Source: an optimization exercise on an open RTL-to-GDS flow (aim: small area). Production flows keep margins and buffers that such runs may drop.
Where RTL was checked, it was by simulation tests only, not by an equivalence proof against the original.
Power figures rest on the tool's default switching activity, not on a simulated workload.

// snake_top
module snake_top(
	input CLOCK_50,
	input [4:0] KEY,            
	output [3:0] VGA_R,
	output [3:0] VGA_G,
	output [3:0] VGA_B,
	output VGA_HS,
	output VGA_VS,
	output [6:0] HEX0,
	output [6:0] HEX1,
	output [6:0] HEX2,
	output [6:0] HEX3,
	output [6:0] HEX4,
	output [6:0] HEX5
);
For scale: roughly 310 flip-flops, ~62 I/O pins.
make LEC_CHECK=0 CAP_MARGIN=20 CORE_MARGIN=2 CORE_UTILIZATION=60 CTS_BUF_LIST=sky130_fd_sc_hd__clkbuf_8 CTS_CLUSTER_DIAMETER=50 CTS_CLUSTER_SIZE=20 SLEW_MARGIN=20 finish   # period 20.0 ns
run.sh (not shown) runs the stock make flow with config.mk's settings and CLKGATE_MAP_FILE= SYNTH_SCRIPT=/design/flow/synth_recipe.tcl, a recipe that flattens the netlist after the stock synthesis.
Next try:
CTS_CLUSTER_DIAMETER = 60   (was 50)
CTS_CLUSTER_SIZE = 16   (was 20)
The new run went through all stages and came out clean.
Cell area shrinks by 1.4%.
Worst hold slack is worse by 0.012 ns.
Worst setup slack gets better by 0.020 ns.
Sequential share of layout area came out higher by 0.65 points.
Next try:
==> flow/flow/run.sh (new file) <==
#!/bin/bash
# The standard ORFS layout (standard.sh, unchanged) with two settings
# passed through the environment:
#  - the port buffers that buffer_ports inserts use the smallest buffer
#    (every input and output port still gets its own buffer);
#  - clock tree synthesis clusters the flip-flops 16 to a buffer within
#    60 um, uses clkbuf_8 and adds no dummy loads.
# standard.sh's output goes to standard.log; ORFS keeps each tool's log
# under orfs/logs/.
set -o pipefail
export BUFFER_PORTS_ARGS="-buffer_cell sky130_fd_sc_hd__buf_1"
export CTS_ARGS="-sink_clustering_enable -repair_clock_nets -sink_clustering_size 16 -sink_clustering_max_diameter 60 -buf_list sky130_fd_sc_hd__clkbuf_8 -dont_use_dummy_load"
bash standard.sh > standard.log 2>&1
==> flow/standard.sh (new file) <==
#!/bin/bash
# synth_recipe.tcl (not shown) runs the flow's synth.tcl, then flattens the netlist and writes it again
# the make line also repeats each setting of config.mk as NAME=value (left out here)
make -C /OpenROAD-flow-scripts/flow DESIGN_CONFIG=/design/flow/config.mk WORK_HOME=/design/flow/orfs CLKGATE_MAP_FILE= SYNTH_SCRIPT=/design/flow/synth_recipe.tcl "${@:-finish}"
CTS_BUF_LIST = default   (was sky130_fd_sc_hd__clkbuf_8)
CTS_CLUSTER_DIAMETER = default   (was 60)
CTS_CLUSTER_SIZE = default   (was 16)
removed: flow/run.sh
After rerunning: Power went down by 4.9%; non-clock buffer count rises by 1; final cell count came out lower by 1.0%; register-to-register slack got worse by 0.12 ns; flip-flop and latch count does not change; die area stays the same; final area went down by 2.2%; combinational power went down by about 4%; count of clock-buffer cells in the layout falls by 3; via count came out lower by 0.80%; synthesized area does not change.


Setup of run A:
Another version of the RTL of snake_top (not shown whole).
Size: about 1500 cells after synthesis, roughly 310 flip-flops, roughly 62 I/O pins, roughly 0.015 sq mm of cells after synthesis.
Design snake_top, start of the top module:
module snake_top(
	input CLOCK_50,
	input [4:0] KEY,            
	output [3:0] VGA_R,
	output [3:0] VGA_G,
	output [3:0] VGA_B,
	output VGA_HS,
	output VGA_VS,
	output [6:0] HEX0,
	output [6:0] HEX1,
	output [6:0] HEX2,
	output [6:0] HEX3,
	output [6:0] HEX4,
	output [6:0] HEX5
);
wire reset = ~KEY[4];
reg clk25;
reg [9:0] hcount;
reg [9:0] vcount;
always @(posedge CLOCK_50 or posedge reset) begin
	if (reset) begin
		clk25 <= 0;
		hcount <= 0;
		vcount <= 0;
	end else begin
		clk25 <= ~clk25;
		if (!clk25) begin
			if (hcount == 799) begin
				hcount <= 0;
				vcount <= (vcount == 524) ? 10'd0 : vcount + 10'd1;
			end else
				hcount <= hcount + 10'd1;
		end
	end
end
assign VGA_HS = ~((hcount >= 656) && (hcount < 752));
assign VGA_VS = ~((vcount >= 490) && (vcount < 492));
wire display_on = (hcount < 640) && (vcount < 480);
reg ld;
reg [2:0] qt;          
reg [3:0] qo;          
reg [5:0] w;
reg f;
wire j0 = (qt == 0) && (qo == 0);
wire tick = ld && (w == 0) && !f;
always @(posedge CLOCK_50 or posedge reset) begin
	if (reset) begin
		ld <= 0;
		qt <= 0;
		qo <= 0;
		w <= 62;
		f <= 0;
	end else begin
		f <= tick;
		if (ld) begin
			if (!tick) begin
				ld <= 0;
				qt <= 6;
				qo <= 3;
			end
		end else if (j0) begin
			ld <= 1;
			w <= (w == 62) ? 6'd0 : w + 6'd1;
		end else if (qo == 0) begin
			qo <= 9;
			qt <= qt - 3'd1;
		end else
			qo <= qo - 4'd1;
	end
end
reg [1:0] direction;
always @(posedge CLOCK_50 or posedge reset) begin
	if (reset)
		direction <= 2'b01;
	else begin
		if (KEY[0] && direction != 2'b10) direction <= 2'b00;
		else if (KEY[1] && direction != 2'b11) direction <= 2'b01;
		else if (KEY[2] && direction != 2'b00) direction <= 2'b10;
		else if (KEY[3] && direction != 2'b01) direction <= 2'b11;
	end
end
  ...
==> flow/config.mk <==
export PLATFORM = sky130hd
export DESIGN_NAME = snake_top
export DESIGN_NICKNAME = snake_top
export VERILOG_FILES = /design/flow/design.v
export SDC_FILE = /design/flow/constraint.sdc
export NUM_CORES = 4
export LEC_CHECK = 0
export CAP_MARGIN = 20
export CORE_MARGIN = 2
export CORE_UTILIZATION = 40
export CTS_BUF_LIST = sky130_fd_sc_hd__clkbuf_2 sky130_fd_sc_hd__clkbuf_4 sky130_fd_sc_hd__clkbuf_8
export SLEW_MARGIN = 20
==> flow/constraint.sdc <==
create_clock -name core_clock -period 20.0 [get_ports {CLOCK_50}]
set_input_delay 4.0000 -clock core_clock [delete_from_list [all_inputs] [get_ports {CLOCK_50}]]
set_output_delay 4.0000 -clock core_clock [all_outputs]
set_load 0.01 [all_outputs]
Stock flow here: none of the scripts above is used.
Run A completed every stage of the flow, and the final layout passed the timing, design-rule and antenna checks.
Here is what was changed in the inputs of run B compared with run A.
Settings: a change of CTS_BUF_LIST from sky130_fd_sc_hd__clkbuf_2 sky130_fd_sc_hd__clkbuf_4 sky130_fd_sc_hd__clkbuf_8 to sky130_fd_sc_hd__clkbuf_4.
==> notes.md <==
Run B went all the way through the flow, and no timing, DRC or antenna check failed. Group drawing the most power: the clock network -> run A, registers -> run B. [compare] base=run A new=run B: total number of vias higher, time the worst path needs with I/O delays and setup higher, detailed-route wire length per cell lower. Re final worst setup slack: run B is 0.17 ns down on run A. Per the comparison of run B with run A, post-layout net count increased by 31 relative to the old numbers; final wirelength higher; reported leakage power saw a decrease; core utilization shrank by 0.57 points; power per standard cell area went down by 5.8 mW/mm^2.
No functional check of the RTL was part of any run of this note.

re-timing with driven ports:
No port has a modelled driver above. Below, the same layouts with a new extraction and two added sets of constraints.
Step 1, drivers: a clkbuf_16 drives CLOCK_50 and a buf_2 each remaining input, both assumed.
Step 2 times the ports against the registers' clock, not the clock port: input delays grow and output delays shrink by t, the midpoint of the rising clock arrivals with the driver on.
Slacks: ideal ports / drivers / drivers and shift; pairs: ideal ports / drivers.
run	shift t [ns]	slack for setup (ns)	hold slack, ns	pins driven straight from the clock port
the first run of note 1	0.657	11.498 / 11.452 / 12.108	0.329 / 0.329 / 0.329	1
the second run of note 1	0.618	11.518 / 11.472 / 12.090	0.317 / 0.317 / 0.317	1
the third run of note 1	0.589	11.953 / 11.907 / 12.495	0.324 / 0.324 / 0.324	1
run A	0.636	11.386 / 11.343 / 11.979	0.322 / 0.322 / 0.322	1
run B	0.761	11.217 / 11.171 / 11.932	0.317 / 0.317 / 0.317	1
After both steps setup and hold are still met in every run listed.
